What follows belongs to an exercise in optimizing a design on an open flow for small area, a short achievable clock period and few clock cycles; a production flow would make more cautious choices.
Function was checked by simulation only, so behaviour that the tests miss may differ from the original.
Power and IR drop assume default switching activity.

==> flow/flow/run.sh <==
#!/bin/bash
set -uo pipefail
MARGIN=$(cat flow/margin 2>/dev/null || echo 7)
EXTRA=()
if [[ -f flow/extra ]]; then
    while IFS= read -r line; do
        [[ -n "$line" ]] && EXTRA+=("$line")
    done < flow/extra
fi
bash standard.sh "SETUP_SLACK_MARGIN=$MARGIN" \
    "BUFFER_PORTS_ARGS=-buffer_cell sky130_fd_sc_hd__buf_1" "${EXTRA[@]}" finish > run_make.log 2>&1
status=$?
tail -5 run_make.log
exit $status
==> flow/flow/extra <==
SKIP_REPAIR_TIE_FANOUT=1
==> flow/flow/margin <==
6.8
==> flow/standard.sh <==
#!/bin/bash
# synth_recipe.tcl (not shown) runs the flow's synth.tcl, then flattens the netlist and writes it again
# the make line also repeats each setting of config.mk as NAME=value (left out here)
make -C /OpenROAD-flow-scripts/flow DESIGN_CONFIG=/design/flow/config.mk WORK_HOME=/design/flow/orfs CLKGATE_MAP_FILE= SYNTH_SCRIPT=/design/flow/synth_recipe.tcl "${@:-finish}"
==> flow/config.mk <==
export PLATFORM = sky130hd
export DESIGN_NAME = conv_engine
export DESIGN_NICKNAME = conv_engine
export VERILOG_FILES = /design/flow/design.v
export SDC_FILE = /design/flow/constraint.sdc
export NUM_CORES = 4
export LEC_CHECK = 0
export CAP_MARGIN = 20
export CORE_MARGIN = 2
export CORE_UTILIZATION = 60
export SLEW_MARGIN = 20
==> flow/constraint.sdc <==
create_clock -name core_clock -period 10.0 [get_ports {clk}]
set_input_delay 2.0000 -clock core_clock [delete_from_list [all_inputs] [get_ports {clk}]]
set_output_delay 2.0000 -clock core_clock [all_outputs]
set_load 0.01 [all_outputs]
==> flow/design.v <==
module conv_engine(
    input         clk,
    input         reset,
    input         en_ctrl,
    output [15:0] s_addr,
    output [15:0] w_addr,
    output [15:0] b_addr,
    input  [7:0]  signal,
    input  [7:0]  weight,
    input  [7:0]  bias,
    output [15:0] save_addr,
    output [7:0]  convout,
    output        en_write,
    output        finish
);
    reg        go;           
    reg        done;         
    reg        stall;        
    reg [11:0] sa, wa;       
    reg [2:0]  j;            
    reg [1:0]  c;            
    reg [2:0]  r;            
    reg        inb;          
    reg        jend, rend;   
    reg [4:0]  o, y;         
    reg [3:0]  xp;
    reg        last_out;     
    reg p0, p15, ya, yb, y01;    
    wire [2:0] jpen = (p0 | p15) ? 3'd2 : 3'd4;
    wire [2:0] rpen = ya ? 3'd1 : yb ? 3'd2 : 3'd3;
    wire cend = (c == 2'd2);
    wire last_pos = p15 & ya & ~y01;
    wire adv = go & ~done & ~stall;
    wire hold = ~inb & jend & cend & rend;
    wire inb_n  = adv ? hold : inb;
    wire jend_n = adv ? (~inb & (~jend ? (j == jpen) : (cend & rend))) : jend;
    wire cend_n = adv ? (~inb & (~jend ? cend : ~cend ? (c == 2'd1) : ~rend ? 1'b0 : 1'b1)) : cend;
    wire rend_n = adv ? (~inb & ((jend & cend & ~rend) ? (r == rpen) : rend)) : rend;
    wire last_out_n = w2 ? (o == 5'd30) : last_out;
    wire stall_n = (w2 & last_out) ? 1'b0 : (adv & inb & last_out) ? 1'b1 : stall;
    wire done_n = done | (adv & inb & last_out & last_pos);
    wire adv_n = en_ctrl & ~done_n & ~stall_n;
    reg a_inc, a_ch, a_row, a_back, a_pos;
    always @(posedge clk) begin
        if (reset) begin
            a_inc <= 1'b0;
            a_ch <= 1'b0;
            a_row <= 1'b0;
            a_back <= 1'b0;
            a_pos <= 1'b0;
        end else begin
            a_inc <= adv_n & ~inb_n & ~jend_n;
            a_ch <= adv_n & ~inb_n & jend_n & ~cend_n;
            a_row <= adv_n & ~inb_n & jend_n & cend_n & ~rend_n;
            a_back <= adv_n & inb_n & ~last_out_n;
            a_pos <= adv_n & inb_n & last_out_n;
        end
    end
    wire [11:0] ds, dw;
    assign ds = ({12{a_inc & (~p0 & ~p15)}} & 12'd3)
        | ({12{a_inc & (p0)}} & 12'd4093)
        | ({12{a_inc & (p15)}} & 12'd3)
        | ({12{a_ch & (~p0 & ~p15)}} & 12'd4082)
        | ({12{a_ch & (p0)}} & 12'd10)
        | ({12{a_ch & (p15)}} & 12'd4088)
        | ({12{a_row & (~p0 & ~p15)}} & 12'd79)
        | ({12{a_row & (p0)}} & 12'd103)
        | ({12{a_row & (p15)}} & 12'd85)
        | ({12{a_back & (~p0 & ~p15) & (ya)}} & 12'd3887)
        | ({12{a_back & (~p0 & ~p15) & (yb)}} & 12'd3791)
        | ({12{a_back & (~p0 & ~p15) & (~ya & ~yb)}} & 12'd3695)
        | ({12{a_back & (p0) & (ya)}} & 12'd3911)
        | ({12{a_back & (p0) & (yb)}} & 12'd3815)
        | ({12{a_back & (p0) & (~ya & ~yb)}} & 12'd3719)
        | ({12{a_back & (p15) & (ya)}} & 12'd3893)
        | ({12{a_back & (p15) & (yb)}} & 12'd3797)
        | ({12{a_back & (p15) & (~ya & ~yb)}} & 12'd3701)
        | ({12{a_pos & (~p0 & ~p15) & (ya)}} & 12'd3893)
        | ({12{a_pos & (~p0 & ~p15) & (yb)}} & 12'd3797)
        | ({12{a_pos & (~p0 & ~p15) & (~ya & ~yb)}} & 12'd3701)
        | ({12{a_pos & (p0) & (ya)}} & 12'd3902)
        | ({12{a_pos & (p0) & (yb)}} & 12'd3806)
        | ({12{a_pos & (p0) & (~ya & ~yb)}} & 12'd3710)
        | ({12{a_pos & (p15) & (~ya & ~yb)}} & 12'd3722)
        | ({12{a_pos & (p15) & (ya & y01)}} & 12'd3818)
        | ({12{a_pos & (p15) & (yb & y01)}} & 12'd3722)
        | ({12{a_pos & (p15) & (yb & ~y01)}} & 12'd3818);
    assign dw = ({12{a_inc & (~p0 & ~p15)}} & 12'd3)
        | ({12{a_inc & (p0)}} & 12'd4093)
        | ({12{a_inc & (p15)}} & 12'd3)
        | ({12{a_ch & (~p0 & ~p15)}} & 12'd4082)
        | ({12{a_ch & (p0)}} & 12'd10)
        | ({12{a_ch & (p15)}} & 12'd4088)
        | ({12{a_row & (~p0 & ~p15)}} & 12'd4094)
        | ({12{a_row & (p0)}} & 12'd22)
        | ({12{a_row & (p15)}} & 12'd4)
        | ({12{a_back & (~p0 & ~p15) & (ya)}} & 12'd28)
        | ({12{a_back & (~p0 & ~p15) & (yb)}} & 12'd13)
        | ({12{a_back & (~p0 & ~p15) & (~ya & ~yb)}} & 12'd4094)
        | ({12{a_back & (p0) & (ya)}} & 12'd52)
        | ({12{a_back & (p0) & (yb)}} & 12'd37)
        | ({12{a_back & (p0) & (~ya & ~yb)}} & 12'd22)
        | ({12{a_back & (p15) & (ya)}} & 12'd34)
        | ({12{a_back & (p15) & (yb)}} & 12'd19)
        | ({12{a_back & (p15) & (~ya & ~yb)}} & 12'd4)
        | ({12{a_pos & (~p0 & ~p15) & (ya)}} & 12'd1724)
        | ({12{a_pos & (~p0 & ~p15) & (yb)}} & 12'd1709)
        | ({12{a_pos & (~p0 & ~p15) & (~ya & ~yb)}} & 12'd1694)
        | ({12{a_pos & (p0) & (ya)}} & 12'd1736)
        | ({12{a_pos & (p0) & (yb)}} & 12'd1721)
        | ({12{a_pos & (p0) & (~ya & ~yb)}} & 12'd1706)
        | ({12{a_pos & (p15) & (~ya & ~yb)}} & 12'd1712)
        | ({12{a_pos & (p15) & (ya & y01)}} & 12'd1727)
        | ({12{a_pos & (p15) & (yb & y01)}} & 12'd1712)
        | ({12{a_pos & (p15) & (yb & ~y01)}} & 12'd1727);
    reg first1, b1, ga1, gb1;
    reg first2, b2, first3, b3, b4, wr_en, w2, lsb, fin;
    always @(posedge clk) begin
        if (reset) begin
            go <= 1'b0;
            done <= 1'b0;
            stall <= 1'b0;
            sa <= 12'd9;
            wa <= 12'd42;
            j <= 3'd0;
            c <= 2'd0;
            r <= 3'd0;
            inb <= 1'b0;
            jend <= 1'b0;
            rend <= 1'b0;
        end else begin
            go <= en_ctrl;
            sa <= sa + ds;
            wa <= wa + dw;
            if (adv) begin
                if (inb) begin
                    inb <= 1'b0;
                    j <= 3'd0;
                    c <= 2'd0;
                    r <= 3'd0;
                    jend <= 1'b0;
                    rend <= 1'b0;
                    if (last_out) begin
                        stall <= 1'b1;
                        if (last_pos) done <= 1'b1;
                    end
                end else if (~jend) begin
                    j <= j + 3'd1;
                    jend <= (j == jpen);
                end else if (~cend) begin
                    j <= 3'd0;
                    c <= c + 2'd1;
                    jend <= 1'b0;
                end else if (~rend) begin
                    j <= 3'd0;
                    c <= 2'd0;
                    r <= r + 3'd1;
                    jend <= 1'b0;
                    rend <= (r == rpen);
                end else begin
                    inb <= 1'b1;
                end
            end
            if (w2 & last_out) stall <= 1'b0;
        end
    end
    always @(posedge clk) begin
        if (reset) begin
            o <= 5'd0;
            xp <= 4'd0;
            y <= 5'd0;
            p0 <= 1'b1;
            p15 <= 1'b0;
            ya <= 1'b1;
            yb <= 1'b0;
            y01 <= 1'b1;
            last_out <= 1'b0;
        end else if (w2) begin
            o <= o + 5'd1;
            last_out <= (o == 5'd30);
            if (last_out) begin
                xp <= xp + 4'd1;
                p0 <= p15;
                p15 <= (xp == 4'd14);
                if (p15) begin
                    y <= y + 5'd1;
                    ya <= (y == 5'd30);
                    yb <= (y == 5'd0) | (y == 5'd29);
                    y01 <= (y == 5'd0);
                end
            end
        end
    end
    always @(posedge clk) begin
        if (reset) begin
            first1 <= 1'b0;
            b1 <= 1'b0;
            ga1 <= 1'b0;
            gb1 <= 1'b1;
            first2 <= 1'b0;
            b2 <= 1'b0;
            first3 <= 1'b0;
            b3 <= 1'b0;
            b4 <= 1'b0;
            wr_en <= 1'b0;
            w2 <= 1'b0;
            lsb <= 1'b0;
            fin <= 1'b0;
        end else begin
            first1 <= adv & ~inb & (j == 3'd0) & (c == 2'd0) & (r == 3'd0);
            b1 <= adv & inb;
            ga1 <= jend & ~p15 & ~p0;
            gb1 <= ~adv | inb | (j == 3'd0);
            first2 <= first1;
            b2 <= b1;
            first3 <= first2;
            b3 <= b2;
            b4 <= b3;
            wr_en <= b3 | b4;
            w2 <= b4;
            lsb <= p0 ? b3 : b4;
            if (b4 & last_out & last_pos) fin <= 1'b1;
        end
    end
    reg  [7:0]  sr;               
    reg  [3:0]  onea, twoa, nega;    
    reg  [3:0]  oneb, twob, negb;    
    wire [7:0]  wd = b1 ? 8'd64 : ga1 ? 8'd0 : weight;
    always @(posedge clk) begin
        sr <= b1 ? bias : signal;
        onea <= {wd[6] ^ wd[5], wd[4] ^ wd[3], wd[2] ^ wd[1], wd[0]};
        twoa <= {(wd[7] & ~wd[6] & ~wd[5]) | (~wd[7] & wd[6] & wd[5]),
                 (wd[5] & ~wd[4] & ~wd[3]) | (~wd[5] & wd[4] & wd[3]),
                 (wd[3] & ~wd[2] & ~wd[1]) | (~wd[3] & wd[2] & wd[1]),
                 (wd[1] & ~wd[0])};
        nega <= {wd[7], wd[5], wd[3], wd[1]};
        oneb <= b1 ? 4'b1000 : gb1 ? 4'b0000 : onea;
        twob <= (b1 | gb1) ? 4'b0000 : twoa;
        negb <= (b1 | gb1) ? 4'b0000 : nega;
    end
    wire [9:0]  sx = {{2{sr[7]}}, sr};
    wire [10:0] sx2 = {sx, 1'b0};
    wire [8:0] ea0;
    assign ea0[0] = ((onea[0] & sx[0]) | (twoa[0] & sx2[0])) ^ nega[0];
    assign ea0[1] = ((onea[0] & sx[1]) | (twoa[0] & sx2[1])) ^ nega[0];
    assign ea0[2] = ((onea[0] & sx[2]) | (twoa[0] & sx2[2])) ^ nega[0];
    assign ea0[3] = ((onea[0] & sx[3]) | (twoa[0] & sx2[3])) ^ nega[0];
    assign ea0[4] = ((onea[0] & sx[4]) | (twoa[0] & sx2[4])) ^ nega[0];
    assign ea0[5] = ((onea[0] & sx[5]) | (twoa[0] & sx2[5])) ^ nega[0];
    assign ea0[6] = ((onea[0] & sx[6]) | (twoa[0] & sx2[6])) ^ nega[0];
    assign ea0[7] = ((onea[0] & sx[7]) | (twoa[0] & sx2[7])) ^ nega[0];
    assign ea0[8] = ((onea[0] & sx[8]) | (twoa[0] & sx2[8])) ^ nega[0];
    wire [8:0] ea1;
    assign ea1[0] = ((onea[1] & sx[0]) | (twoa[1] & sx2[0])) ^ nega[1];
    assign ea1[1] = ((onea[1] & sx[1]) | (twoa[1] & sx2[1])) ^ nega[1];
    assign ea1[2] = ((onea[1] & sx[2]) | (twoa[1] & sx2[2])) ^ nega[1];
    assign ea1[3] = ((onea[1] & sx[3]) | (twoa[1] & sx2[3])) ^ nega[1];
    assign ea1[4] = ((onea[1] & sx[4]) | (twoa[1] & sx2[4])) ^ nega[1];
    assign ea1[5] = ((onea[1] & sx[5]) | (twoa[1] & sx2[5])) ^ nega[1];
    assign ea1[6] = ((onea[1] & sx[6]) | (twoa[1] & sx2[6])) ^ nega[1];
    assign ea1[7] = ((onea[1] & sx[7]) | (twoa[1] & sx2[7])) ^ nega[1];
    assign ea1[8] = ((onea[1] & sx[8]) | (twoa[1] & sx2[8])) ^ nega[1];
    wire [8:0] ea2;
    assign ea2[0] = ((onea[2] & sx[0]) | (twoa[2] & sx2[0])) ^ nega[2];
    assign ea2[1] = ((onea[2] & sx[1]) | (twoa[2] & sx2[1])) ^ nega[2];
    assign ea2[2] = ((onea[2] & sx[2]) | (twoa[2] & sx2[2])) ^ nega[2];
    assign ea2[3] = ((onea[2] & sx[3]) | (twoa[2] & sx2[3])) ^ nega[2];
    assign ea2[4] = ((onea[2] & sx[4]) | (twoa[2] & sx2[4])) ^ nega[2];
    assign ea2[5] = ((onea[2] & sx[5]) | (twoa[2] & sx2[5])) ^ nega[2];
    assign ea2[6] = ((onea[2] & sx[6]) | (twoa[2] & sx2[6])) ^ nega[2];
    assign ea2[7] = ((onea[2] & sx[7]) | (twoa[2] & sx2[7])) ^ nega[2];
    assign ea2[8] = ((onea[2] & sx[8]) | (twoa[2] & sx2[8])) ^ nega[2];
    wire [8:0] ea3;
    assign ea3[0] = ((onea[3] & sx[0]) | (twoa[3] & sx2[0])) ^ nega[3];
    assign ea3[1] = ((onea[3] & sx[1]) | (twoa[3] & sx2[1])) ^ nega[3];
    assign ea3[2] = ((onea[3] & sx[2]) | (twoa[3] & sx2[2])) ^ nega[3];
    assign ea3[3] = ((onea[3] & sx[3]) | (twoa[3] & sx2[3])) ^ nega[3];
    assign ea3[4] = ((onea[3] & sx[4]) | (twoa[3] & sx2[4])) ^ nega[3];
    assign ea3[5] = ((onea[3] & sx[5]) | (twoa[3] & sx2[5])) ^ nega[3];
    assign ea3[6] = ((onea[3] & sx[6]) | (twoa[3] & sx2[6])) ^ nega[3];
    assign ea3[7] = ((onea[3] & sx[7]) | (twoa[3] & sx2[7])) ^ nega[3];
    assign ea3[8] = ((onea[3] & sx[8]) | (twoa[3] & sx2[8])) ^ nega[3];
    reg  [17:0] Sa, Ca;
    wire [17:0] Sag = first2 ? 18'd0 : Sa;
    wire [17:0] Cag = first2 ? 18'd0 : Ca;
    wire fas0 = nega[0] ^ Sag[0] ^ ea0[0];
    wire fac0 = (nega[0] & Sag[0]) | (nega[0] & ea0[0]) | (Sag[0] & ea0[0]);
    wire fas1 = Sag[1] ^ Cag[1] ^ ea0[1];
    wire fac1 = (Sag[1] & Cag[1]) | (Sag[1] & ea0[1]) | (Cag[1] & ea0[1]);
    wire fas2 = nega[1] ^ Sag[2] ^ Cag[2];
    wire fac2 = (nega[1] & Sag[2]) | (nega[1] & Cag[2]) | (Sag[2] & Cag[2]);
    wire fas3 = ea0[2] ^ ea1[0] ^ fas2;
    wire fac3 = (ea0[2] & ea1[0]) | (ea0[2] & fas2) | (ea1[0] & fas2);
    wire fas4 = Sag[3] ^ Cag[3] ^ ea0[3];
    wire fac4 = (Sag[3] & Cag[3]) | (Sag[3] & ea0[3]) | (Cag[3] & ea0[3]);
    wire fas5 = ea1[1] ^ fac2 ^ fas4;
    wire fac5 = (ea1[1] & fac2) | (ea1[1] & fas4) | (fac2 & fas4);
    wire fas6 = nega[2] ^ Sag[4] ^ Cag[4];
    wire fac6 = (nega[2] & Sag[4]) | (nega[2] & Cag[4]) | (Sag[4] & Cag[4]);
    wire fas7 = ea0[4] ^ ea1[2] ^ ea2[0];
    wire fac7 = (ea0[4] & ea1[2]) | (ea0[4] & ea2[0]) | (ea1[2] & ea2[0]);
    wire fas8 = fas6 ^ fac4 ^ fas7;
    wire fac8 = (fas6 & fac4) | (fas6 & fas7) | (fac4 & fas7);
    wire fas9 = Sag[5] ^ Cag[5] ^ ea0[5];
    wire fac9 = (Sag[5] & Cag[5]) | (Sag[5] & ea0[5]) | (Cag[5] & ea0[5]);
    wire fas10 = ea1[3] ^ ea2[1] ^ fac6;
    wire fac10 = (ea1[3] & ea2[1]) | (ea1[3] & fac6) | (ea2[1] & fac6);
    wire fas11 = fac7 ^ fas9 ^ fas10;
    wire fac11 = (fac7 & fas9) | (fac7 & fas10) | (fas9 & fas10);
    wire fas12 = nega[3] ^ Sag[6] ^ Cag[6];
    wire fac12 = (nega[3] & Sag[6]) | (nega[3] & Cag[6]) | (Sag[6] & Cag[6]);
    wire fas13 = ea0[6] ^ ea1[4] ^ ea2[2];
    wire fac13 = (ea0[6] & ea1[4]) | (ea0[6] & ea2[2]) | (ea1[4] & ea2[2]);
    wire fas14 = ea3[0] ^ fas12 ^ fac9;
    wire fac14 = (ea3[0] & fas12) | (ea3[0] & fac9) | (fas12 & fac9);
    wire fas15 = fas13 ^ fac10 ^ fas14;
    wire fac15 = (fas13 & fac10) | (fas13 & fas14) | (fac10 & fas14);
    wire fas16 = Sag[7] ^ Cag[7] ^ ea0[7];
    wire fac16 = (Sag[7] & Cag[7]) | (Sag[7] & ea0[7]) | (Cag[7] & ea0[7]);
    wire fas17 = ea1[5] ^ ea2[3] ^ ea3[1];
    wire fac17 = (ea1[5] & ea2[3]) | (ea1[5] & ea3[1]) | (ea2[3] & ea3[1]);
    wire fas18 = fac12 ^ fac13 ^ fas16;
    wire fac18 = (fac12 & fac13) | (fac12 & fas16) | (fac13 & fas16);
    wire fas19 = fas17 ^ fac14 ^ fas18;
    wire fac19 = (fas17 & fac14) | (fas17 & fas18) | (fac14 & fas18);
    wire fas20 = ~(Sag[8] ^ Cag[8]);
    wire fac20 = Sag[8] | Cag[8];
    wire fas21 = ~ea0[8] ^ ea1[6] ^ ea2[4];
    wire fac21 = (~ea0[8] & ea1[6]) | (~ea0[8] & ea2[4]) | (ea1[6] & ea2[4]);
    wire fas22 = ea3[2] ^ fas20 ^ fac16;
    wire fac22 = (ea3[2] & fas20) | (ea3[2] & fac16) | (fas20 & fac16);
    wire fas23 = fac17 ^ fas21 ^ fac18;
    wire fac23 = (fac17 & fas21) | (fac17 & fac18) | (fas21 & fac18);
    wire fas24 = fas22 ^ fac19 ^ fas23;
    wire fac24 = (fas22 & fac19) | (fas22 & fas23) | (fac19 & fas23);
    wire fas25 = ~(Sag[9] ^ Cag[9]);
    wire fac25 = Sag[9] | Cag[9];
    wire fas26 = ea1[7] ^ ea2[5] ^ ea3[3];
    wire fac26 = (ea1[7] & ea2[5]) | (ea1[7] & ea3[3]) | (ea2[5] & ea3[3]);
    wire fas27 = fac20 ^ fas25 ^ fac21;
    wire fac27 = (fac20 & fas25) | (fac20 & fac21) | (fas25 & fac21);
    wire fas28 = fas26 ^ fac22 ^ fas27;
    wire fac28 = (fas26 & fac22) | (fas26 & fas27) | (fac22 & fas27);
    wire fas29 = fac23 ^ fas28 ^ fac24;
    wire fac29 = (fac23 & fas28) | (fac23 & fac24) | (fas28 & fac24);
    wire fas30 = Sag[10] ^ Cag[10] ^ ~ea1[8];
    wire fac30 = (Sag[10] & Cag[10]) | (Sag[10] & ~ea1[8]) | (Cag[10] & ~ea1[8]);
    wire fas31 = ea2[6] ^ ea3[4] ^ fac25;
    wire fac31 = (ea2[6] & ea3[4]) | (ea2[6] & fac25) | (ea3[4] & fac25);
    wire fas32 = fac26 ^ fas30 ^ fas31;
    wire fac32 = (fac26 & fas30) | (fac26 & fas31) | (fas30 & fas31);
    wire fas33 = fac27 ^ fas32 ^ fac28;
    wire fac33 = (fac27 & fas32) | (fac27 & fac28) | (fas32 & fac28);
    wire fas34 = ~(Sag[11] ^ Cag[11]);
    wire fac34 = Sag[11] | Cag[11];
    wire fas35 = ea2[7] ^ ea3[5] ^ fas34;
    wire fac35 = (ea2[7] & ea3[5]) | (ea2[7] & fas34) | (ea3[5] & fas34);
    wire fas36 = fac30 ^ fac31 ^ fas35;
    wire fac36 = (fac30 & fac31) | (fac30 & fas35) | (fac31 & fas35);
    wire fas37 = fac32 ^ fas36 ^ fac33;
    wire fac37 = (fac32 & fas36) | (fac32 & fac33) | (fas36 & fac33);
    wire fas38 = Sag[12] ^ Cag[12] ^ ~ea2[8];
    wire fac38 = (Sag[12] & Cag[12]) | (Sag[12] & ~ea2[8]) | (Cag[12] & ~ea2[8]);
    wire fas39 = ea3[6] ^ fac34 ^ fas38;
    wire fac39 = (ea3[6] & fac34) | (ea3[6] & fas38) | (fac34 & fas38);
    wire fas40 = fac35 ^ fas39 ^ fac36;
    wire fac40 = (fac35 & fas39) | (fac35 & fac36) | (fas39 & fac36);
    wire fas41 = ~(Sag[13] ^ Cag[13]);
    wire fac41 = Sag[13] | Cag[13];
    wire fas42 = ea3[7] ^ fas41 ^ fac38;
    wire fac42 = (ea3[7] & fas41) | (ea3[7] & fac38) | (fas41 & fac38);
    wire fas43 = fac39 ^ fas42 ^ fac40;
    wire fac43 = (fac39 & fas42) | (fac39 & fac40) | (fas42 & fac40);
    wire fas44 = Sag[14] ^ Cag[14] ^ ~ea3[8];
    wire fac44 = (Sag[14] & Cag[14]) | (Sag[14] & ~ea3[8]) | (Cag[14] & ~ea3[8]);
    wire fas45 = fac41 ^ fas44 ^ fac42;
    wire fac45 = (fac41 & fas44) | (fac41 & fac42) | (fas44 & fac42);
    wire fas46 = ~(Sag[15] ^ Cag[15]);
    wire fac46 = Sag[15] | Cag[15];
    wire fas47 = fas46 ^ fac44 ^ fac45;
    wire fac47 = (fas46 & fac44) | (fas46 & fac45) | (fac44 & fac45);
    wire fas48 = ~(Sag[16] ^ Cag[16]);
    wire fac48 = Sag[16] | Cag[16];
    wire fas49 = fac46 ^ fas48 ^ fac47;
    wire fac49 = (fac46 & fas48) | (fac46 & fac47) | (fas48 & fac47);
    wire fas50 = ~(Sag[17] ^ Cag[17]);
    wire fac50 = Sag[17] | Cag[17];
    wire fas51 = fac48 ^ fas50 ^ fac49;
    wire fac51 = (fac48 & fas50) | (fac48 & fac49) | (fas50 & fac49);
    always @(posedge clk) begin
        Sa <= {fas51, fas49, fas47, fac43, fas43, fac37, fas37, fac29, fas29, fas24, fac15, fac11, fac8, fac5, fac3, fac1, fac0, fas0};
        Ca <= {1'b0, 1'b0, 1'b0, fas45, 1'b0, fas40, 1'b0, fas33, 1'b0, 1'b0, fas19, fas15, fas11, fas8, fas5, fas3, fas1, 1'b0};
    end
    wire [8:0] eb0;
    assign eb0[0] = ((oneb[0] & sx[0]) | (twob[0] & sx2[0])) ^ negb[0];
    assign eb0[1] = ((oneb[0] & sx[1]) | (twob[0] & sx2[1])) ^ negb[0];
    assign eb0[2] = ((oneb[0] & sx[2]) | (twob[0] & sx2[2])) ^ negb[0];
    assign eb0[3] = ((oneb[0] & sx[3]) | (twob[0] & sx2[3])) ^ negb[0];
    assign eb0[4] = ((oneb[0] & sx[4]) | (twob[0] & sx2[4])) ^ negb[0];
    assign eb0[5] = ((oneb[0] & sx[5]) | (twob[0] & sx2[5])) ^ negb[0];
    assign eb0[6] = ((oneb[0] & sx[6]) | (twob[0] & sx2[6])) ^ negb[0];
    assign eb0[7] = ((oneb[0] & sx[7]) | (twob[0] & sx2[7])) ^ negb[0];
    assign eb0[8] = ((oneb[0] & sx[8]) | (twob[0] & sx2[8])) ^ negb[0];
    wire [8:0] eb1;
    assign eb1[0] = ((oneb[1] & sx[0]) | (twob[1] & sx2[0])) ^ negb[1];
    assign eb1[1] = ((oneb[1] & sx[1]) | (twob[1] & sx2[1])) ^ negb[1];
    assign eb1[2] = ((oneb[1] & sx[2]) | (twob[1] & sx2[2])) ^ negb[1];
    assign eb1[3] = ((oneb[1] & sx[3]) | (twob[1] & sx2[3])) ^ negb[1];
    assign eb1[4] = ((oneb[1] & sx[4]) | (twob[1] & sx2[4])) ^ negb[1];
    assign eb1[5] = ((oneb[1] & sx[5]) | (twob[1] & sx2[5])) ^ negb[1];
    assign eb1[6] = ((oneb[1] & sx[6]) | (twob[1] & sx2[6])) ^ negb[1];
    assign eb1[7] = ((oneb[1] & sx[7]) | (twob[1] & sx2[7])) ^ negb[1];
    assign eb1[8] = ((oneb[1] & sx[8]) | (twob[1] & sx2[8])) ^ negb[1];
    wire [8:0] eb2;
    assign eb2[0] = ((oneb[2] & sx[0]) | (twob[2] & sx2[0])) ^ negb[2];
    assign eb2[1] = ((oneb[2] & sx[1]) | (twob[2] & sx2[1])) ^ negb[2];
    assign eb2[2] = ((oneb[2] & sx[2]) | (twob[2] & sx2[2])) ^ negb[2];
    assign eb2[3] = ((oneb[2] & sx[3]) | (twob[2] & sx2[3])) ^ negb[2];
    assign eb2[4] = ((oneb[2] & sx[4]) | (twob[2] & sx2[4])) ^ negb[2];
    assign eb2[5] = ((oneb[2] & sx[5]) | (twob[2] & sx2[5])) ^ negb[2];
    assign eb2[6] = ((oneb[2] & sx[6]) | (twob[2] & sx2[6])) ^ negb[2];
    assign eb2[7] = ((oneb[2] & sx[7]) | (twob[2] & sx2[7])) ^ negb[2];
    assign eb2[8] = ((oneb[2] & sx[8]) | (twob[2] & sx2[8])) ^ negb[2];
    wire [8:0] eb3;
    assign eb3[0] = ((oneb[3] & sx[0]) | (twob[3] & sx2[0])) ^ negb[3];
    assign eb3[1] = ((oneb[3] & sx[1]) | (twob[3] & sx2[1])) ^ negb[3];
    assign eb3[2] = ((oneb[3] & sx[2]) | (twob[3] & sx2[2])) ^ negb[3];
    assign eb3[3] = ((oneb[3] & sx[3]) | (twob[3] & sx2[3])) ^ negb[3];
    assign eb3[4] = ((oneb[3] & sx[4]) | (twob[3] & sx2[4])) ^ negb[3];
    assign eb3[5] = ((oneb[3] & sx[5]) | (twob[3] & sx2[5])) ^ negb[3];
    assign eb3[6] = ((oneb[3] & sx[6]) | (twob[3] & sx2[6])) ^ negb[3];
    assign eb3[7] = ((oneb[3] & sx[7]) | (twob[3] & sx2[7])) ^ negb[3];
    assign eb3[8] = ((oneb[3] & sx[8]) | (twob[3] & sx2[8])) ^ negb[3];
    reg  [17:0] Sb, Cb;
    wire [17:0] Sbg = first3 ? 18'd0 : Sb;
    wire [17:0] Cbg = first3 ? 18'd0 : Cb;
    wire fbs0 = negb[0] ^ Sbg[0] ^ eb0[0];
    wire fbc0 = (negb[0] & Sbg[0]) | (negb[0] & eb0[0]) | (Sbg[0] & eb0[0]);
    wire fbs1 = Sbg[1] ^ Cbg[1] ^ eb0[1];
    wire fbc1 = (Sbg[1] & Cbg[1]) | (Sbg[1] & eb0[1]) | (Cbg[1] & eb0[1]);
    wire fbs2 = negb[1] ^ Sbg[2] ^ Cbg[2];
    wire fbc2 = (negb[1] & Sbg[2]) | (negb[1] & Cbg[2]) | (Sbg[2] & Cbg[2]);
    wire fbs3 = eb0[2] ^ eb1[0] ^ fbs2;
    wire fbc3 = (eb0[2] & eb1[0]) | (eb0[2] & fbs2) | (eb1[0] & fbs2);
    wire fbs4 = Sbg[3] ^ Cbg[3] ^ eb0[3];
    wire fbc4 = (Sbg[3] & Cbg[3]) | (Sbg[3] & eb0[3]) | (Cbg[3] & eb0[3]);
    wire fbs5 = eb1[1] ^ fbc2 ^ fbs4;
    wire fbc5 = (eb1[1] & fbc2) | (eb1[1] & fbs4) | (fbc2 & fbs4);
    wire fbs6 = negb[2] ^ Sbg[4] ^ Cbg[4];
    wire fbc6 = (negb[2] & Sbg[4]) | (negb[2] & Cbg[4]) | (Sbg[4] & Cbg[4]);
    wire fbs7 = eb0[4] ^ eb1[2] ^ eb2[0];
    wire fbc7 = (eb0[4] & eb1[2]) | (eb0[4] & eb2[0]) | (eb1[2] & eb2[0]);
    wire fbs8 = fbs6 ^ fbc4 ^ fbs7;
    wire fbc8 = (fbs6 & fbc4) | (fbs6 & fbs7) | (fbc4 & fbs7);
    wire fbs9 = Sbg[5] ^ Cbg[5] ^ eb0[5];
    wire fbc9 = (Sbg[5] & Cbg[5]) | (Sbg[5] & eb0[5]) | (Cbg[5] & eb0[5]);
    wire fbs10 = eb1[3] ^ eb2[1] ^ fbc6;
    wire fbc10 = (eb1[3] & eb2[1]) | (eb1[3] & fbc6) | (eb2[1] & fbc6);
    wire fbs11 = fbc7 ^ fbs9 ^ fbs10;
    wire fbc11 = (fbc7 & fbs9) | (fbc7 & fbs10) | (fbs9 & fbs10);
    wire fbs12 = negb[3] ^ Sbg[6] ^ Cbg[6];
    wire fbc12 = (negb[3] & Sbg[6]) | (negb[3] & Cbg[6]) | (Sbg[6] & Cbg[6]);
    wire fbs13 = eb0[6] ^ eb1[4] ^ eb2[2];
    wire fbc13 = (eb0[6] & eb1[4]) | (eb0[6] & eb2[2]) | (eb1[4] & eb2[2]);
    wire fbs14 = eb3[0] ^ fbs12 ^ fbc9;
    wire fbc14 = (eb3[0] & fbs12) | (eb3[0] & fbc9) | (fbs12 & fbc9);
    wire fbs15 = fbs13 ^ fbc10 ^ fbs14;
    wire fbc15 = (fbs13 & fbc10) | (fbs13 & fbs14) | (fbc10 & fbs14);
    wire fbs16 = Sbg[7] ^ Cbg[7] ^ eb0[7];
    wire fbc16 = (Sbg[7] & Cbg[7]) | (Sbg[7] & eb0[7]) | (Cbg[7] & eb0[7]);
    wire fbs17 = eb1[5] ^ eb2[3] ^ eb3[1];
    wire fbc17 = (eb1[5] & eb2[3]) | (eb1[5] & eb3[1]) | (eb2[3] & eb3[1]);
    wire fbs18 = fbc12 ^ fbc13 ^ fbs16;
    wire fbc18 = (fbc12 & fbc13) | (fbc12 & fbs16) | (fbc13 & fbs16);
    wire fbs19 = fbs17 ^ fbc14 ^ fbs18;
    wire fbc19 = (fbs17 & fbc14) | (fbs17 & fbs18) | (fbc14 & fbs18);
    wire fbs20 = ~(Sbg[8] ^ Cbg[8]);
    wire fbc20 = Sbg[8] | Cbg[8];
    wire fbs21 = ~eb0[8] ^ eb1[6] ^ eb2[4];
    wire fbc21 = (~eb0[8] & eb1[6]) | (~eb0[8] & eb2[4]) | (eb1[6] & eb2[4]);
    wire fbs22 = eb3[2] ^ fbs20 ^ fbc16;
    wire fbc22 = (eb3[2] & fbs20) | (eb3[2] & fbc16) | (fbs20 & fbc16);
    wire fbs23 = fbc17 ^ fbs21 ^ fbc18;
    wire fbc23 = (fbc17 & fbs21) | (fbc17 & fbc18) | (fbs21 & fbc18);
    wire fbs24 = fbs22 ^ fbc19 ^ fbs23;
    wire fbc24 = (fbs22 & fbc19) | (fbs22 & fbs23) | (fbc19 & fbs23);
    wire fbs25 = ~(Sbg[9] ^ Cbg[9]);
    wire fbc25 = Sbg[9] | Cbg[9];
    wire fbs26 = eb1[7] ^ eb2[5] ^ eb3[3];
    wire fbc26 = (eb1[7] & eb2[5]) | (eb1[7] & eb3[3]) | (eb2[5] & eb3[3]);
    wire fbs27 = fbc20 ^ fbs25 ^ fbc21;
    wire fbc27 = (fbc20 & fbs25) | (fbc20 & fbc21) | (fbs25 & fbc21);
    wire fbs28 = fbs26 ^ fbc22 ^ fbs27;
    wire fbc28 = (fbs26 & fbc22) | (fbs26 & fbs27) | (fbc22 & fbs27);
    wire fbs29 = fbc23 ^ fbs28 ^ fbc24;
    wire fbc29 = (fbc23 & fbs28) | (fbc23 & fbc24) | (fbs28 & fbc24);
    wire fbs30 = Sbg[10] ^ Cbg[10] ^ ~eb1[8];
    wire fbc30 = (Sbg[10] & Cbg[10]) | (Sbg[10] & ~eb1[8]) | (Cbg[10] & ~eb1[8]);
    wire fbs31 = eb2[6] ^ eb3[4] ^ fbc25;
    wire fbc31 = (eb2[6] & eb3[4]) | (eb2[6] & fbc25) | (eb3[4] & fbc25);
    wire fbs32 = fbc26 ^ fbs30 ^ fbs31;
    wire fbc32 = (fbc26 & fbs30) | (fbc26 & fbs31) | (fbs30 & fbs31);
    wire fbs33 = fbc27 ^ fbs32 ^ fbc28;
    wire fbc33 = (fbc27 & fbs32) | (fbc27 & fbc28) | (fbs32 & fbc28);
    wire fbs34 = ~(Sbg[11] ^ Cbg[11]);
    wire fbc34 = Sbg[11] | Cbg[11];
    wire fbs35 = eb2[7] ^ eb3[5] ^ fbs34;
    wire fbc35 = (eb2[7] & eb3[5]) | (eb2[7] & fbs34) | (eb3[5] & fbs34);
    wire fbs36 = fbc30 ^ fbc31 ^ fbs35;
    wire fbc36 = (fbc30 & fbc31) | (fbc30 & fbs35) | (fbc31 & fbs35);
    wire fbs37 = fbc32 ^ fbs36 ^ fbc33;
    wire fbc37 = (fbc32 & fbs36) | (fbc32 & fbc33) | (fbs36 & fbc33);
    wire fbs38 = Sbg[12] ^ Cbg[12] ^ ~eb2[8];
    wire fbc38 = (Sbg[12] & Cbg[12]) | (Sbg[12] & ~eb2[8]) | (Cbg[12] & ~eb2[8]);
    wire fbs39 = eb3[6] ^ fbc34 ^ fbs38;
    wire fbc39 = (eb3[6] & fbc34) | (eb3[6] & fbs38) | (fbc34 & fbs38);
    wire fbs40 = fbc35 ^ fbs39 ^ fbc36;
    wire fbc40 = (fbc35 & fbs39) | (fbc35 & fbc36) | (fbs39 & fbc36);
    wire fbs41 = ~(Sbg[13] ^ Cbg[13]);
    wire fbc41 = Sbg[13] | Cbg[13];
    wire fbs42 = eb3[7] ^ fbs41 ^ fbc38;
    wire fbc42 = (eb3[7] & fbs41) | (eb3[7] & fbc38) | (fbs41 & fbc38);
    wire fbs43 = fbc39 ^ fbs42 ^ fbc40;
    wire fbc43 = (fbc39 & fbs42) | (fbc39 & fbc40) | (fbs42 & fbc40);
    wire fbs44 = Sbg[14] ^ Cbg[14] ^ ~eb3[8];
    wire fbc44 = (Sbg[14] & Cbg[14]) | (Sbg[14] & ~eb3[8]) | (Cbg[14] & ~eb3[8]);
    wire fbs45 = fbc41 ^ fbs44 ^ fbc42;
    wire fbc45 = (fbc41 & fbs44) | (fbc41 & fbc42) | (fbs44 & fbc42);
    wire fbs46 = ~(Sbg[15] ^ Cbg[15]);
    wire fbc46 = Sbg[15] | Cbg[15];
    wire fbs47 = fbs46 ^ fbc44 ^ fbc45;
    wire fbc47 = (fbs46 & fbc44) | (fbs46 & fbc45) | (fbc44 & fbc45);
    wire fbs48 = ~(Sbg[16] ^ Cbg[16]);
    wire fbc48 = Sbg[16] | Cbg[16];
    wire fbs49 = fbc46 ^ fbs48 ^ fbc47;
    wire fbc49 = (fbc46 & fbs48) | (fbc46 & fbc47) | (fbs48 & fbc47);
    wire fbs50 = ~(Sbg[17] ^ Cbg[17]);
    wire fbc50 = Sbg[17] | Cbg[17];
    wire fbs51 = fbc48 ^ fbs50 ^ fbc49;
    wire fbc51 = (fbc48 & fbs50) | (fbc48 & fbc49) | (fbs50 & fbc49);
    always @(posedge clk) begin
        Sb <= {fbs51, fbs49, fbs47, fbc43, fbs43, fbc37, fbs37, fbc29, fbs29, fbs24, fbc15, fbc11, fbc8, fbc5, fbc3, fbc1, fbc0, fbs0};
        Cb <= {1'b0, 1'b0, 1'b0, fbs45, 1'b0, fbs40, 1'b0, fbs33, 1'b0, 1'b0, fbs19, fbs15, fbs11, fbs8, fbs5, fbs3, fbs1, 1'b0};
    end
    wire [17:0] acc = b3 ? (Sa + Ca) : (Sb + Cb);
    wire [8:0]  t = acc[17:9];
    reg  [7:0]  cout_r;
    always @(posedge clk)
        cout_r <= (t[8] != t[7]) ? {t[8], {7{~t[8]}}} : t[7:0];
    assign s_addr = {4'd0, sa};
    assign w_addr = {4'd0, wa};
    assign b_addr = {11'd0, o};
    assign save_addr = {1'b0, y, xp, lsb, o};
    assign convout = cout_r;
    assign en_write = wr_en;
    assign finish = fin;
endmodule
==> results of run 1 <==
[repair_timing]
action,in CTS,in global routing
endpoints found under the hold margin,0,0
setup buffers,2,8
setup endpoints to repair,22,17
pin swaps,1,5
resized for setup,25,36
[synthesized netlist by cell type, types with 3 or more instances]
master / number
nand2b_1: 44
nand4_1: 13
nand2_1: 57
clkbuf_1: 68
a22oi_1: 58
or3_1: 3
buf_1: 6
nand4b_1: 3
xor2_1: 40
o21ai_0: 33
a32oi_1: 3
mux2_2: 10
maj3_2: 6
nand3b_1: 3
o31ai_1: 3
o21bai_1: 5
nor4b_1: 3
and3_1: 3
fa_1: 88
dfxtp_1: 172
mux2i_1: 4
nor2b_1: 43
a211o_1: 3
xnor2_1: 88
o22ai_1: 7
and2_1: 17
a21oi_1: 47
nor3_1: 14
nor2_1: 90
nand3_1: 8
a31oi_1: 6
buf_4: 26
or2_2: 6
o211ai_1: 6
inv_1: 120
a21o_1: 12
ha_1: 52
[how the worst max path moves through the flow]
stage	to	from	depth (start not counted)	slack (ps)
floorplan	wa[10]	p0	16	6810
global placement	wa[11]	p0	14	6150
detailed placement	wa[11]	p0	14	6070
CTS	wa[11]	p15	13	6750
global route	wa[10]	p0	15	6720
finish	Sb[9]	sr[4]	9	6900
[worst max-delay path, delay by kind of cell, from the launching register on]
family          cells  cell delay [ps]
fa+ha+maj           5             1940
buf+inv             2              130
xor+xnor            1              180
compound gates      1              170
flops               1              560
[sequential cells by signal (all words and copies together), names as in the netlist, 5 cells and up]
signal and cells:
y 5, wa 12, Sa 18, sa 12, cout_r 8, Cb 10, Sb 18, Ca 10
sr 8, o 5
[area by class of cell]
class                   count  area share, %
multi-input cells         808           56.9
clock buffers              17           3.53
well taps                 229           2.38
repair buffers             91           3.14
clock inverters            15           1.06
flip-flops and latches    172           29.1
inverters                 124           3.87
[per-layer routing]
layer  share of wire (%)  vias to the layer above  GRT usage, %
met2                  51                      148          43.6
li1                    -                     3922             -
met1                  44                     3894          30.6
met5                   0                        -             0
met4                 1.5                        0          6.80
met3                 3.6                       29          4.58
[cells by family (layout without fill, tap and decap cells)]
family          after synthesis  count (layout)  share of synthesized area (%)
xor+xnor                    129             129                           10.2
flops                       172             172                           30.9
fa+ha+maj                   146             146                           22.2
simple gates                312             312                           14.2
mux                          16              16                           1.69
compound gates              204             204                           12.3
buf+inv                     224             247                           8.42
other cells                   1               1                         0.0336
[where the power goes]
| part | switching (W) | internal (W) |
|---|---|---|
| clock network | 0.000300 | 0.000327 |
| registers | 0.000119 | 0.000864 |
| logic | 0.000714 | 0.000570 |
| total | 0.00113 | 0.00176 |
[through the flow]
step	power, W	setup slack, ps	hold slack [ps]	utilization (%)	cell area [µm²]
after global routing	0.00321	6720	449	66.7	12100
after floorplan	0.00195	6810	414	-	11200
after CTS	0.00293	6750	436	65.7	11900
after detailed placement	0.00228	6070	426	62.3	11300
final	0.00289	6900	433	66.7	12100
after global placement	0.00224	6150	418	62.3	11300
==> impl_metrics.py, run 1 <==
metrics = {
    "status": {
        "outcome": "complete, no violations",
    },
    "synthesis": {
        "synth_nets": 1371,
        "ys_seq_area_share_pct": 30.9,
        "synth_top_area_cell": "dfxtp_1",
        "synth_area_leaders": "dfxtp_1 (31%), fa_1 (16%), xnor2_1 (6.9%)",
        "synth_edf_count": 0,
        "netlist_area_um2": 11100,
        "netlist_instances": 1204,
        "ys_warn_count": 1,
        "yosysTopAreaCellShare_pct": 30.9,
        "synthFlopType": "dfxtp_1",
        "ys_seq_elements": 172,
        "synth.avg_cell_area_um2": 9.26,
        "async_flop_share_pct": 0,
        "yosysUniqueCellTypes": 62,
    },
    "critical_path": {
        "ff2ff_setup_slack_ps": 6900,
        "worst_setup_path_end_kind": "flop",
        "path_cells": "a22oi_1 > xnor2_1 > fa_1 > fa_1 > inv_1 > fa_1 > inv_1 > fa_1 > fa_1",
        "crit_top_cell": "fa_1",
        "critPathArrivalTime_ps": 3400,
        "r2r-start": "sr[4]",
        "critPathKind": "reg -> reg",
        "worstPathMaxFanout": 16,
        "crit_slowest_cell": "dfxtp_2",
        "cp_slowest_stage_delay_ps": 560,
        "start_kind": "flop",
        "timing.rr.end": "Sb[9]",
        "crit_required_ps": 10300,
        "ff2ff_path_depth": 9,
    },
    "timing": {
        "setup-tns-final_ps": 0,
        "slew_violations": 0,
        "fmax_mhz": 322,
        "fin_crit_ps": 3100,
        "fin_crit_sh_pct": 31.0,
        "setup_violations": 0,
        "final.setup_skew_ps": 11.8,
        "slew_headroom_pct": 49.7,
        "hold_viol": 0,
        "worst_pin_slew_ps": 753,
        "rsz0062_at_grt": "yes",
    },
    "global_route": {
        "overflow": 0,
        "grt_pass1_vias": 8273,
        "grt_max_degree": 69,
        "antenna_found_initial": 0,
        "grt_use_total_pct": 24.5,
        "grt_pass1_wl_um": 39200,
    },
    "floorplanning": {
        "die_w_um": 140,
        "design.die.area_um2": 19700,
        "die_height_um": 140,
        "start_util_pct": 61.6,
        "rows": 49,
        "io_pins": 101,
        "core_um2": 18100,
    },
    "placed_design": {
        "dp.cells": 1414,
        "routabilityCongestion": 0.855,
        "port_buffers": 80,
        "hpwl_um": 16500,
    },
    "cts": {
        "cts_tree": "yes",
        "root_buffer": "clkbuf_16",
        "numCtsBuffers": 17,
        "insertion_delay_ps": 430,
        "ctsHoldBuffers": 0,
        "path_clk_slew_ps": 70,
        "cts.sinks": 172,
        "h-tree-depth": 4,
        "cts_buffer_depth": 2,
    },
    "detailed_routing": {
        "viasPerCell": 5.49,
        "drc_errors": 0,
        "first_iter_violations": 423,
        "wire_per_inst_um": 15.6,
        "wl_um": 22800,
        "ant_nets": 0,
        "drt_first_pass_iters": 5,
        "num_vias": 7993,
    },
    "layout": {
        "final_cell_count_no_fill": 1456,
        "sequential_cell_area_um2": 3510,
        "final_common_cell": "dfxtp_1",
        "mostFrequentLayoutCells": "dfxtp_1 (146), inv_1 (120), nor2_1 (89)",
        "multi_input_area_um2": 6860,
        "antenna_cells": 0,
        "syn_to_final_growth_pct": 8.12,
        "nNetsFinal": 1381,
        "drive_above_1_share_pct": 10.3,
        "fillers": 1505,
    },
    "min_path": {
        "holdPathEnd": "b3",
        "hp-class": "reg -> reg",
        "hold_depth": 1,
        "holdCritStartpoint": "b2",
    },
    "power": {
        "vdd_drop_max_mv": 0.118,
        "p_per_area_nw_per_um2": 240,
        "power.leakage_nw": 5.11,
    },
    "run": {
        "drv_cap": 0,
    },
}
Testbench counts, summed over its fixed seeds: cycles 4,137,219.
==> inputs of run 2 (changes only) <==
--- a/flow/config.mk
+++ b/flow/config.mk
@@ -7,5 +7,6 @@
 export LEC_CHECK = 0
 export CAP_MARGIN = 20
 export CORE_MARGIN = 2
-export CORE_UTILIZATION = 60
+export CORE_UTILIZATION = 40
+export GPL_TIMING_DRIVEN = 1
 export SLEW_MARGIN = 20
==> impl_metrics.py, run 2 <==
metrics = {
    "status": {
        "outcome": "complete, no violations",
    },
    "synthesis": {
        "synth_xor_area_share_pct": 10.2,
        "yosysMostFrequentCell": "dfxtp_1",
        "synth_area_leaders": "dfxtp_1 (31%), fa_1 (16%), xnor2_1 (6.9%)",
        "ys_seq_elements": 172,
        "synth_fa_ha_area_share_pct": 22.2,
        "synth.avg_cell_area_um2": 9.26,
        "async_flop_share_pct": 0,
        "yosysUniqueCellTypes": 62,
        "synth_top_family_by_area": "adder cells",
        "synthFlopType": "dfxtp_1",
        "synth_nets": 1371,
        "ys_seq_area_share_pct": 30.9,
        "yosysTopAreaCellShare_pct": 30.9,
        "synth_top_area_cell": "dfxtp_1",
        "synthMuxAreaShare_pct": 1.69,
        "post_synth_and_or_nand_nor_area_fraction_pct": 14.2,
        "netlist_area_um2": 11100,
        "synth_commonest_cells": "dfxtp_1 (172), inv_1 (120), nor2_1 (90)",
        "synth_edf_count": 0,
        "netlist_instances": 1204,
        "synth_compound_area_share_pct": 12.3,
        "ys_warn_count": 1,
    },
    "critical_path": {
        "cp_slowest_stage_delay_ps": 460,
        "crit_required_ps": 8000,
        "critPathArrivalTime_ps": 1100,
        "path_cells": "buf_1",
        "crit_slowest_cell": "dfxtp_1",
        "cp_top_family": "flip-flops",
        "start_kind": "flop",
        "worst_setup_path_end_kind": "primary output",
        "worst-path-buf-inv": 1,
        "critPathKind": "reg -> out",
        "worstPathMaxFanout": 7,
    },
    "layout": {
        "mostFrequentLayoutCells": "dfxtp_1 (147), inv_1 (120), nor2_1 (88), xnor2_1 (88), fa_1 (87)",
        "top_regs": "Sa (18), Sb (18)",
        "final_area_um2": 12300,
        "final_common_cell": "dfxtp_1",
        "final_cell_count_no_fill": 1606,
        "fin_util_pct": 44.5,
        "antenna_cells": 0,
        "drive_above_1_share_pct": 10.7,
        "fillers": 2663,
        "nNetsFinal": 1382,
        "syn_to_final_growth_pct": 10.2,
    },
    "timing": {
        "rsz0062_at_grt": "yes",
        "slew_headroom_pct": 44.9,
        "setup-tns-final_ps": 0,
        "hold_viol": 0,
        "setup_violations": 0,
        "fmax_mhz": 323,
        "slew_violations": 0,
        "fin_crit_sh_pct": 31.0,
        "final.setup_skew_ps": 11.7,
        "fin_crit_ps": 3100,
        "worst_pin_slew_ps": 825,
    },
    "run": {
        "drv_cap": 0,
    },
    "global_route": {
        "grt_pass1_vias": 7982,
        "grt_max_degree": 69,
        "grt_pass1_wl_um": 39000,
        "grt_use_total_pct": 16.5,
        "antenna_found_initial": 0,
        "overflow": 0,
    },
    "cts": {
        "h-tree-depth": 4,
        "numCtsBuffers": 17,
        "insertion_delay_ps": 440,
        "cts_tree": "yes",
        "path_clk_slew_ps": 70,
        "cts.sinks": 172,
        "cts_buffer_depth": 2,
        "root_buffer": "clkbuf_16",
        "ctsHoldBuffers": 0,
    },
    "power": {
        "p_int_w": 0.00178,
        "p_total_w": 0.00291,
        "p_clk_share_pct": 22.6,
        "vdd_drop_max_mv": 0.146,
        "comb_power_share_pct": 43.6,
        "power.leakage_nw": 5.12,
        "pwr-share-seq_pct": 33.8,
        "swShare_pct": 38.8,
        "p_switching_w": 0.00113,
        "p_per_area_nw_per_um2": 237,
    },
    "detailed_routing": {
        "drt_first_pass_iters": 5,
        "first_iter_violations": 443,
        "ant_nets": 0,
        "wl_um": 23100,
        "drc_errors": 0,
        "viasPerCell": 4.95,
        "wire_per_inst_um": 14.4,
        "num_vias": 7942,
    },
    "floorplanning": {
        "io_pins": 101,
        "die_height_um": 171,
        "core_um2": 27600,
        "design.die.area_um2": 29200,
        "rows": 61,
        "start_util_pct": 40.4,
        "die_w_um": 171,
    },
    "placed_design": {
        "port_buffers": 80,
        "post_dp_cell_area_um2": 11500,
        "dp.cells": 1563,
        "hpwl_um": 16500,
        "routabilityCongestion": 0.780,
    },
    "min_path": {
        "hp-class": "reg -> reg",
    },
}
[run 2: metal layers]
metal / vias up / global-route usage (%) / part of all wire [%]
met5: - / 0 / 0
met3: 33 / 3.01 / 3.8
met4: 0 / 4.79 / 1.7
li1: 3923 / - / -
met2: 183 / 28.9 / 50
met1: 3803 / 20.9 / 45
[run 2: worst paths after layout]
kind,from,slack [ps],end,depth (start not counted)
min,first1,430,first2,1
max,y[2],6900,save_addr[12],1
max reg2reg,sr[3],6920,Sa[9],9
min reg2reg,first1,430,first2,1
[run 2: what timing repair did]
action | in CTS | in global routing
pin swaps | 1 | 9
endpoints found under the setup margin | 23 | 17
gates resized for setup | 25 | 38
buffers inserted | 1 | 10
cloned | 0 | 0
[run 2: cell families after synthesis]
logic type | Yosys count
other cells | 1
mux | 16
compound gates | 204
fa+ha+maj | 146
simple gates | 312
flops | 172
buf+inv | 224
xor+xnor | 129
[run 2: metrics by stage]
stage / hold WS, ps / worst slack, ps
floorplan: 414 / 6810
global placement: 417 / 6160
detailed placement: 427 / 6140
CTS: 441 / 6680
global route: 455 / 6740
finish: 434 / 6900
[run 2: final cells by class]
type | count | area (µm²) | share of cell area, %
inverter | 124 | 467 | 3.80
sequential | 172 | 3500 | 28.5
clock buffer | 18 | 439 | 3.57
clock inverter | 14 | 134 | 1.09
multi-input combinational | 808 | 6890 | 56.0
timing repair buffer | 92 | 392 | 3.19
tap | 378 | 473 | 3.85
[run 2: power by group through the flow]
stage                     sequential [W]  combinational (W)  clock, W
after floorplan                 0.000970           0.000983         0
final                           0.000984            0.00127  0.000659
after detailed placement        0.000999            0.00127         0
after CTS                       0.000986            0.00129  0.000673
after global placement          0.000998            0.00123         0
after global routing             0.00101            0.00152  0.000700
==> inputs of run 3 (changes only) <==
--- a/flow/config.mk
+++ b/flow/config.mk
@@ -8,5 +8,6 @@
 export CAP_MARGIN = 20
 export CORE_MARGIN = 2
 export CORE_UTILIZATION = 40
+export GPL_ROUTABILITY_DRIVEN = 1
 export GPL_TIMING_DRIVEN = 1
 export SLEW_MARGIN = 20
==> impl_metrics.py, run 3 <==
metrics = {
    "critical_path": {
        "crit_required_ps": 8000,
        "critPathArrivalTime_ps": 1100,
        "critPathKind": "reg -> out",
        "worstPathMaxFanout": 7,
        "cp_slowest_stage_delay_ps": 460,
        "timing.rr.end": "Sa[9]",
        "worst_setup_path_end_kind": "primary output",
        "r2r-start": "sr[3]",
        "path_cells": "buf_1",
        "crit_slowest_cell": "dfxtp_1",
        "worst-path-buf-inv": 1,
        "start_kind": "flop",
        "cp_top_family": "flip-flops",
        "ff2ff_setup_slack_ps": 6920,
        "ff2ff_path_depth": 9,
    },
    "placed_design": {
        "hpwl_um": 16500,
        "port_buffers": 80,
        "dpl_worst_slack_ps": 6140,
        "routabilityCongestion": 0.780,
    },
    "layout": {
        "sequential_cell_area_um2": 3500,
        "nNetsFinal": 1382,
        "drive_above_1_share_pct": 10.7,
        "multi_input_area_um2": 6890,
        "mostFrequentLayoutCells": "dfxtp_1 (147), inv_1 (120), nor2_1 (88), xnor2_1 (88), fa_1 (87)",
        "syn_to_final_growth_pct": 10.2,
        "fillers": 2663,
        "final_common_cell": "dfxtp_1",
        "top_regs": "Sa (18), Sb (18)",
        "antenna_cells": 0,
    },
    "power": {
        "power.leakage_nw": 5.12,
        "comb_power_share_pct": 43.6,
        "vdd_drop_max_mv": 0.146,
        "swShare_pct": 38.8,
        "p_per_area_nw_per_um2": 237,
        "p_switching_w": 0.00113,
        "p_clk_share_pct": 22.6,
        "pwr-share-seq_pct": 33.8,
        "p_int_w": 0.00178,
    },
    "floorplanning": {
        "core_um2": 27600,
        "start_util_pct": 40.4,
        "rows": 61,
        "die_w_um": 171,
        "design.die.area_um2": 29200,
        "io_pins": 101,
        "die_height_um": 171,
    },
    "timing": {
        "setup-tns-final_ps": 0,
        "final.setup_skew_ps": 11.7,
        "rsz0062_at_grt": "yes",
        "fin_crit_ps": 3100,
        "worst_pin_slew_ps": 825,
        "fmax_mhz": 323,
        "setup_violations": 0,
        "fin_crit_sh_pct": 31.0,
        "slew_headroom_pct": 44.9,
        "setup_ws_ps": 6900,
        "slew_violations": 0,
        "hold_viol": 0,
    },
    "global_route": {
        "grt_pass1_vias": 7982,
        "grt_use_total_pct": 16.5,
        "antenna_found_initial": 0,
        "grt_pass1_wl_um": 39000,
        "grt_max_degree": 69,
        "overflow": 0,
    },
    "min_path": {
        "holdCritStartpoint": "first1",
        "hp-class": "reg -> reg",
        "hold_depth": 1,
        "holdPathEnd": "first2",
    },
    "synthesis": {
        "netlist_instances": 1204,
        "synthFlopType": "dfxtp_1",
        "synth_fa_ha_area_share_pct": 22.2,
        "ys_seq_elements": 172,
        "synth_top_family_by_area": "adder cells",
        "synthMuxAreaShare_pct": 1.69,
        "ys_warn_count": 1,
        "netlist_area_um2": 11100,
        "async_flop_share_pct": 0,
        "synth_nets": 1371,
        "synth_top_area_cell": "dfxtp_1",
        "post_synth_and_or_nand_nor_area_fraction_pct": 14.2,
        "yosysTopAreaCellShare_pct": 30.9,
        "synth_area_leaders": "dfxtp_1 (31%), fa_1 (16%), xnor2_1 (6.9%)",
        "synth_edf_count": 0,
        "yosysUniqueCellTypes": 62,
        "yosysMostFrequentCell": "dfxtp_1",
        "synth_compound_area_share_pct": 12.3,
        "synth_xor_area_share_pct": 10.2,
        "synth.avg_cell_area_um2": 9.26,
        "ys_seq_area_share_pct": 30.9,
        "synth_commonest_cells": "dfxtp_1 (172), inv_1 (120), nor2_1 (90)",
    },
    "cts": {
        "ctsHoldBuffers": 0,
        "insertion_delay_ps": 440,
        "cts_tree": "yes",
        "root_buffer": "clkbuf_16",
        "cts.sinks": 172,
        "path_clk_slew_ps": 70,
        "cts_buffer_depth": 2,
        "numCtsBuffers": 17,
        "h-tree-depth": 4,
    },
    "detailed_routing": {
        "drc_errors": 0,
        "wl_met1_um": 10300,
        "wire_per_inst_um": 14.4,
        "ant_nets": 0,
        "num_vias": 7942,
        "drt_first_pass_iters": 5,
        "viasPerCell": 4.95,
        "wl_um": 23100,
        "met3WireLength_um": 870,
        "highest_layer": "met4",
        "route.met2.wl_um": 11500,
        "first_iter_violations": 443,
    },
    "status": {
        "outcome": "complete, no violations",
    },
    "run": {
        "drv_cap": 0,
    },
}
## run 3: layout make-up
| type | count | share of cell area [%] |
|---|---|---|
| multi-input cells | 808 | 56.0 |
| flip-flops and latches | 172 | 28.5 |
| well taps | 378 | 3.85 |
| inverters | 124 | 3.80 |
| clock buffers | 18 | 3.57 |
| repair buffers | 92 | 3.19 |
| clock inverters | 14 | 1.09 |
## run 3: worst max-delay path by stage
| stage | to | cells past startpoint | from | slack [ps] |
|---|---|---|---|---|
| global route | wa[11] | 13 | p15 | 6740 |
| finish | save_addr[12] | 1 | y[2] | 6900 |
| CTS | wa[11] | 14 | p15 | 6680 |
| global placement | wa[11] | 14 | p0 | 6160 |
| floorplan | wa[10] | 16 | p0 | 6810 |
| detailed placement | wa[11] | 14 | p0 | 6140 |
## run 3: logic make-up after synthesis
kind of cell | count (synthesis)
AO/OA/AOI/OAI | 204
multiplexers | 16
XOR/XNOR | 129
other | 1
buffers and inverters | 224
flip-flops | 172
AND/OR/NAND/NOR | 312
adder cells (fa/ha/maj) | 146
## run 3: timing repair
item / 4_1_cts / 5_1_grt
pin swaps: 1 / 9
endpoints found under the hold margin: 0 / 0
buffers inserted: 1 / 10
endpoints found under the setup margin: 23 / 17
resized for setup: 25 / 38
## run 3: power by group through the flow
stage	combinational, W	clock (W)	sequential (W)
after global placement	0.00123	0	0.000998
after detailed placement	0.00127	0	0.000999
after CTS	0.00129	0.000673	0.000986
after floorplan	0.000983	0	0.000970
after global routing	0.00152	0.000700	0.00101
final	0.00127	0.000659	0.000984
## run 3: routing by layer
layer | global-route usage, % | up-vias
met2 | 28.9 | 183
met1 | 20.9 | 3803
met4 | 4.79 | 0
met5 | 0 | -
met3 | 3.01 | 33
li1 | - | 3923
## run 3: stage by stage
step	power, W	cell area (µm²)	util [%]	hold slack [ps]	std cells
final	0.00291	12300	44.5	434	1606
after global routing	0.00323	12300	44.5	455	1606
after CTS	0.00295	12100	43.8	441	1596
after detailed placement	0.00227	11500	41.5	427	1563
after global placement	0.00223	11500	41.5	417	1563
after floorplan	0.00195	11200	-	414	1204
==> inputs of run 4 (changes only) <==
==> flow/flow/extra (replaced) <==
SKIP_REPAIR_TIE_FANOUT=1
SETUP_MOVE_SEQUENCE=sizeup,swap
==> flow/flow/margin (replaced) <==
7
--- a/flow/config.mk
+++ b/flow/config.mk
@@ -8,6 +8,4 @@
 export CAP_MARGIN = 20
 export CORE_MARGIN = 2
 export CORE_UTILIZATION = 40
-export GPL_ROUTABILITY_DRIVEN = 1
-export GPL_TIMING_DRIVEN = 1
 export SLEW_MARGIN = 20
==> impl_metrics.py, run 4 <==
metrics = {
    "status": {
        "outcome": "complete, no violations",
    },
    "power": {
        "comb_power_share_pct": 44.2,
        "p_switching_w": 0.00118,
        "p_total_w": 0.00296,
        "swShare_pct": 39.8,
        "p_per_area_nw_per_um2": 236,
        "vdd_drop_max_mv": 0.137,
        "power.leakage_nw": 5.27,
        "p_clk_share_pct": 22.6,
        "p_int_w": 0.00178,
        "pwr-share-seq_pct": 33.2,
    },
    "synthesis": {
        "synth_area_leaders": "dfxtp_1 (31%), fa_1 (16%), xnor2_1 (6.9%)",
        "synth_nets": 1371,
        "netlist_instances": 1204,
        "async_flop_share_pct": 0,
        "yosysMostFrequentCell": "dfxtp_1",
        "synth_edf_count": 0,
        "ys_warn_count": 1,
        "yosysUniqueCellTypes": 62,
        "netlist_area_um2": 11100,
        "synth_top_area_cell": "dfxtp_1",
        "ys_seq_elements": 172,
        "synth_commonest_cells": "dfxtp_1 (172), inv_1 (120), nor2_1 (90)",
        "synth.avg_cell_area_um2": 9.26,
        "ys_seq_area_share_pct": 30.9,
        "synthFlopType": "dfxtp_1",
        "yosysTopAreaCellShare_pct": 30.9,
    },
    "layout": {
        "syn_to_final_growth_pct": 12.5,
        "drive_above_1_share_pct": 17.8,
        "final_cell_count_no_fill": 1595,
        "top_regs": "Sa (18), Sb (18)",
        "fin_util_pct": 45.4,
        "nNetsFinal": 1371,
        "final_common_cell": "dfxtp_1",
        "antenna_cells": 0,
        "mostFrequentLayoutCells": "dfxtp_1 (122), inv_1 (115), nor2_1 (89)",
    },
    "global_route": {
        "grt_max_degree": 69,
        "met3_usage_pct": 3.12,
        "grtUsageMet2_pct": 28.9,
        "grt-busiest-layer": "met2",
        "grt_use_total_pct": 16.6,
        "overflow": 0,
        "use_met1_pct": 21.0,
        "grt_pass1_wl_um": 38900,
        "antenna_found_initial": 0,
        "grt_pass1_vias": 7980,
    },
    "min_path": {
        "holdCritStartpoint": "first1",
        "hold_depth": 1,
        "holdPathEnd": "first2",
        "hp-class": "reg -> reg",
    },
    "detailed_routing": {
        "wire_per_inst_um": 14.5,
        "num_vias": 7835,
        "wl_um": 23200,
        "drt_first_pass_iters": 4,
        "ant_nets": 0,
        "drc_errors": 0,
        "viasPerCell": 4.91,
        "first_iter_violations": 504,
    },
    "timing": {
        "worst_pin_slew_ps": 817,
        "fin_crit_ps": 3060,
        "final.setup_skew_ps": 9.34,
        "slew_violations": 0,
        "hold_viol": 0,
        "setup_violations": 0,
        "rsz0062_at_grt": "yes",
        "setup-tns-final_ps": 0,
        "fmax_mhz": 327,
        "hold_slack_ps": 439,
        "fin_crit_sh_pct": 30.6,
        "slew_headroom_pct": 45.5,
    },
    "critical_path": {
        "ff2ff_path_depth": 14,
        "ff2ff_setup_slack_ps": 6940,
        "crit_slowest_cell": "dfxtp_4",
        "cp_slowest_stage_delay_ps": 450,
        "crit_required_ps": 10300,
        "start_kind": "flop",
        "path_cells": "nand2b_4 > nor2_1 > a21oi_2 > or3_4 > ha_4 > a21o_1 > a21oi_2 > o21bai_2 > a2111oi_4 > o31ai_2 > a21o_1 > a21oi_2 > xnor2_1 > nor2_1",
        "crit_top_cell": "a21oi_2",
        "critPathArrivalTime_ps": 3360,
        "worstPathMaxFanout": 26,
        "worst_setup_path_end_kind": "flop",
        "r2r-start": "p0",
        "critPathKind": "reg -> reg",
        "timing.rr.end": "wa[11]",
    },
    "placed_design": {
        "routabilityCongestion": 0.853,
        "hpwl_um": 16600,
        "port_buffers": 80,
        "dp.cells": 1563,
    },
    "floorplanning": {
        "design.die.area_um2": 29200,
        "rows": 61,
        "start_util_pct": 40.4,
        "io_pins": 101,
        "die_w_um": 171,
        "die_height_um": 171,
        "core_um2": 27600,
    },
    "cts": {
        "path_clk_slew_ps": 80,
        "ctsHoldBuffers": 0,
        "numCtsBuffers": 17,
        "cts_buffer_depth": 2,
        "cts.sinks": 172,
        "h-tree-depth": 4,
        "cts_tree": "yes",
        "root_buffer": "clkbuf_16",
        "insertion_delay_ps": 440,
    },
    "run": {
        "drv_cap": 0,
    },
}
## run 4: area by class of cell
cell class / instances / area (µm²)
fill: 2715 / 15100
multi-input combinational: 808 / 7070
sequential: 172 / 3570
tap: 378 / 473
inverter: 124 / 470
clock buffer: 17 / 425
timing repair buffer: 81 / 367
clock inverter: 15 / 165
## run 4: how the worst max path moves through the flow
stage / startpoint / endpoint / cells past startpoint
2_1_floorplan: p0 / wa[10] / 16
3_3_place_gp: p0 / wa[11] / 14
3_5_place_dp: p0 / wa[11] / 14
4_1_cts: p0 / wa[11] / 14
5_1_grt: p0 / wa[11] / 14
6_report: p0 / wa[11] / 14
## run 4: cells by family after synthesis
kind of cell	synth area share, %
buffers and inverters	8.42
AO/OA/AOI/OAI	12.3
XOR/XNOR	10.2
flip-flops	30.9
adder cells (fa/ha/maj)	22.2
multiplexers	1.69
AND/OR/NAND/NOR	14.2
other	0.0336
## run 4: power groups by stage
stage / logic (W) / clock network [W] / registers (W)
final: 0.00131 / 0.000667 / 0.000982
after CTS: 0.00130 / 0.000682 / 0.000983
after detailed placement: 0.00128 / 0 / 0.000998
after global routing: 0.00158 / 0.000708 / 0.00100
after floorplan: 0.000986 / 0 / 0.000970
after global placement: 0.00123 / 0 / 0.000997
## run 4: repair_timing
item / 4_1_cts / 5_1_grt
gates resized for setup: 93 / 90
endpoints found under the setup margin: 55 / 62
pin swaps: 13 / 40
setup buffers: 0 / 0
## run 4: critical path: cells and delay by family (launching register included)
kind	cells	cell delay, ps
and+or+nand+nor	4	770
AOI/OAI and AO/OA	8	1350
adders and majority gates	1	220
xor gates and xnor gates	1	130
DFF	1	450
## run 4: metrics by stage
step	setup WS, ps	cell area (µm²)
floorplan	6970	11200
global placement	6290	11500
detailed placement	6240	11500
CTS	6910	12300
global route	6800	12500
finish	6940	12500
## run 4: layer usage
metal / part of all wire (%) / routed length, µm
met3: 2.8 / 654
met2: 50 / 11600
met5: 0 / 0
met4: 1.5 / 342
met1: 46 / 10600

[re-timing with driven ports]
No port has a modelled driver above. Below, the same layouts with a new extraction and two added sets of constraints. Step 1 assumes that a clkbuf_16 drives the clock port and a buf_2 every other input. Step 2 adds t to the input delays and takes it off the output delays; t is the mean of the earliest and latest rising clock arrival at the registers after step 1. Input paths then give back, and output paths get back, about the clock's delay inside the block. a / b / c = ideal / step 1 / step 2; a / b = the first two.
run	t (ns)	setup WS [ns]	latest minus earliest clock arrival (ns)	pins driven straight from the clock port
run 1	0.463	6.897 / 6.879 / 6.732	0.012 / 0.012	1
run 2	0.486	6.904 / 6.853 / 6.690	0.014 / 0.014	1
run 3	0.486	6.904 / 6.853 / 6.690	0.014 / 0.014	1
run 4	0.481	6.944 / 6.944 / 6.685	0.011 / 0.011	1
After both steps setup and hold are still met in every run listed. The setup slack of run 4, which loses most, moves by 0.000 ns with the drivers and by -0.259 ns with both steps.
